What follows belongs to an exercise in optimizing a design on an open flow for small area and a short achievable clock period; a production flow would make more cautious choices.
The RTL was checked by simulation tests, not by an equivalence proof against the original design.
Power and IR drop assume default switching activity.

== the previous run ==
## mainModule
module mainModule(
		input clk, input reset,
		output [31:0] imem_addr, input [31:0] imem_data,
		output wb_alu_we, output [2:0] wb_alu_rd, output [31:0] wb_alu_data,
		output wb_mem_we, output [2:0] wb_mem_rd, output [7:0] wb_mem_data,
		output [3:0] flags
	);
Settings: LEC_CHECK=0, ABC_AREA=1, CAP_MARGIN=20, CORE_MARGIN=2, CORE_UTILIZATION=60, CTS_CLUSTER_DIAMETER=80, CTS_CLUSTER_SIZE=20, PLACE_DENSITY=0.7, SLEW_MARGIN=20; clock period 10.0 ns.
standard.sh (not shown) runs the stock make flow with config.mk's settings and CLKGATE_MAP_FILE= SYNTH_SCRIPT=/design/flow/synth_recipe.tcl, a recipe that flattens the netlist after the stock synthesis.
==> flow/flow/run.sh <==
#!/bin/bash
# Standard ORFS layout (the standard.sh, standard synthesis unchanged) with a
# tighter timing-repair target, smaller port buffers and a denser floorplan.
# Each tool's full output stays in orfs/logs; make's own output goes to standard.log.
set -o pipefail
bash standard.sh \
  SETUP_SLACK_MARGIN=6.5 \
  "BUFFER_PORTS_ARGS=-buffer_cell sky130_fd_sc_hd__buf_2" \
  finish > standard.log 2>&1
What the current run does differently from the previous run at the input level:
--- a/flow/design.v
+++ b/flow/design.v
@@ -157,25 +157,19 @@
 	wire [31:0] pp = A ^ Bx;
 	wire [31:0] gg = A & Bx;
 	reg [191:0] pg, pq;                                         
 	integer l, i, j;
 	always @(*) begin
 		pg[31:0] = {gg[31:1], gg[0] | (pp[0] & sub)};
 		pq[31:0] = pp;
 		for (l = 0; l < 5; l = l + 1) begin
 			for (i = 0; i < 32; i = i + 1) begin
-				if (i == 1) begin
-					pg[32*(l+1)+i] = gg[1] | (pp[1] & gg[0]) | (pp[1] & pp[0] & sub);
-					pq[32*(l+1)+i] = pq[32*l+i] & pq[32*l+0];
-				end else if (i == (1 << l)) begin
-					pg[32*(l+1)+i] = gg[i] | (pp[i] & gg[i-1]) | (pp[i] & pp[i-1] & pg[32*l+i-2]);
-					pq[32*(l+1)+i] = pq[32*l+i] & pq[32*l+i-1];
-				end else if ((i >> l) & 1) begin
+				if ((i >> l) & 1) begin
 					j = ((i >> l) << l) - 1;
 					pg[32*(l+1)+i] = pg[32*l+i] | (pq[32*l+i] & pg[32*l+j]);
 					pq[32*(l+1)+i] = pq[32*l+i] & pq[32*l+j];
 				end else begin
 					pg[32*(l+1)+i] = pg[32*l+i];
 					pq[32*(l+1)+i] = pq[32*l+i];
 				end
 			end
 		end
## What came out
Taking the previous run as the reference, in the current run final cell count now smaller, internal power of the cells fell about 0.3%.
Any difference in total power between the current run and the previous run is small enough to ignore.
Relative to the previous run, synthesized cell area has decreased by 0.97% in the current run.
Normalized max-slew margin deteriorates in the current run relative to the previous run.
Summary of the current run over the previous run: routing usage on met3 went up 0.51 points, maximum clock rate climbed 1.3%.

---

## north
mainModule, a different RTL version from the one above (not shown whole).
Size in the first run: about 3200 cells after synthesis, about 610 flip-flops, roughly 29000 um^2 of cells after synthesis.
export LEC_CHECK = 0
export ABC_AREA = 1
export CAP_MARGIN = 20
export CORE_MARGIN = 2
export CORE_UTILIZATION = 60
export CTS_CLUSTER_DIAMETER = 80
export CTS_CLUSTER_SIZE = 20
export PLACE_DENSITY = 0.7
export SLEW_MARGIN = 20
create_clock -name core_clock -period 10.0 [get_ports {clk}]
Scripts as last shown in full above: flow/flow/run.sh
north has completed all stages; timing, DRC and antenna checks passed.
--- input diff north..south ---
diff --git a/flow/design.v b/flow/design.v
--- a/flow/design.v
+++ b/flow/design.v
@@ -18,20 +18,20 @@
 	reg rn_old, rn_oldh, rn_p3, rn_wm, rn_wa;
 	reg pstall;                                      
 	reg m_awe, m_ld, m_st;
 	reg [2:0] m_ard, m_mrd;
 	reg [31:0] m_alu;
 	reg [7:0] m_sd;
 	reg [2:0] m_addr;
 	reg m_fnew;                                      
 	reg [3:0] m_fold;                                
-	reg m_znew, m_vraw, m_vsp, m_a31, m_craw, m_cmask;
-	wire m_z = m_fnew ? m_znew : m_fold[3];
+	reg m_vraw, m_vsp, m_a31, m_craw, m_cmask;
+	wire m_z = m_fnew ? (m_alu == 32'd0) : m_fold[3];
 	wire m_n = m_fnew ? m_alu[31] : m_fold[2];
 	wire m_c = m_fnew ? (m_craw & ~m_cmask) : m_fold[1];
 	wire m_v = m_fnew ? (m_vsp ? m_a31 : m_vraw) : m_fold[0];
 	reg w_awe, w_mwe;
 	reg [2:0] w_ard, w_mrd;
 	reg [31:0] w_alu;
 	reg [7:0] w_mem;
 	reg w_z, w_n, w_c, w_v;
 	reg [3:0] fl;                                    
@@ -172,30 +172,27 @@
 			end
 		end
 	end
 	wire [31:0] cy = pg[160 +: 32];                                   
 	wire [31:0] out = pp ^ {cy[30:0], sub};
 	wire cout = cy[31];
 	wire bx_lo_ones = &Bx[30:0];
 	wire f_cmask = sub & bx_lo_ones & Bx[31];
 	wire f_vsp = sub & bx_lo_ones & ~Bx[31];
-	wire [31:0] zk = A ^ Bx;
-	wire [31:0] zo = {A[30:0] | Bx[30:0], sub};
-	wire f_z = (zk == zo);
 	wire [2:0] addr = e_off[2:0] + mrn_val;
 	always @(posedge clk) begin
 		if (reset | v | stall) {m_awe, m_ld, m_st} <= 3'd0;
 		else {m_awe, m_ld, m_st} <= {e_awe, e_ld, e_st};
 		m_ard <= e_rd; m_mrd <= e_mrd;
 		m_alu <= out; m_sd <= mrd_val; m_addr <= addr;
 		m_fnew <= e_fwe & ~stall & ~reset & ~v;
 		m_fold <= (reset | v) ? 4'd0 : {m_z, m_n, m_c, m_v};
-		m_znew <= f_z; m_vraw <= cy[30] ^ cy[31]; m_vsp <= f_vsp; m_a31 <= A[31];
+		m_vraw <= cy[30] ^ cy[31]; m_vsp <= f_vsp; m_a31 <= A[31];
 		m_craw <= cout; m_cmask <= f_cmask;
 	end
 	wire st_fwd = w_mwe & (w_mrd != 3'd0) & (w_mrd == m_mrd);
 	wire [7:0] st_data = reset ? 8'd0 : st_fwd ? w_mem : m_sd;
 	wire [7:0] mem_out = dm[m_addr*8 +: 8];
 	genvar gi;
 	generate
 		for (gi = 0; gi < 8; gi = gi + 1) begin : g_dm
 			always @(posedge clk)
[summary]
south vs north on die area: south is the lower one. Looking at end of the critical path, the wb_mem_data[2] result is from north; the m_alu[0] one comes from south. Summary of south over north: sequential share of power higher, clock buffer count lower. south vs. north: number of sequential cells in the layout roughly the same; via count lower; gate count after technology mapping lower.

[re-timing with driven ports]
The results above use ideal ports. As a check the final layouts listed here were re-extracted and re-timed, cells and wires unchanged.
Step 1: set_driving_cell puts a clkbuf_16 on clk and a buf_2 on each other input, an assumption about the parent block.
Step 2 also shifts input and output timing later by t, the mid clock arrival at the registers, as if the neighbouring blocks saw the same clock.
Slacks: ideal / step 1 / step 2; pairs: ideal / step 1.
run | t, ns | slack for setup (ns) | worst hold slack (ns) | cell pins on the clock port's net
the previous run | 0.649 | 6.513 / 6.513 / 5.906 | 0.376 / 0.376 / 0.376 | 1
the current run | 0.644 | 6.556 / 6.495 / 6.049 | 0.365 / 0.365 / 0.365 | 1
north | 0.644 | 6.548 / 6.490 / 5.994 | 0.366 / 0.366 / 0.366 | 1
south | 0.647 | 6.464 / 6.464 / 5.987 | 0.393 / 0.393 / 0.393 | 1
After both steps every run listed still meets setup and hold. The setup slack of the previous run, which loses most, moves by 0.000 ns with the drivers and by -0.607 ns with both steps.
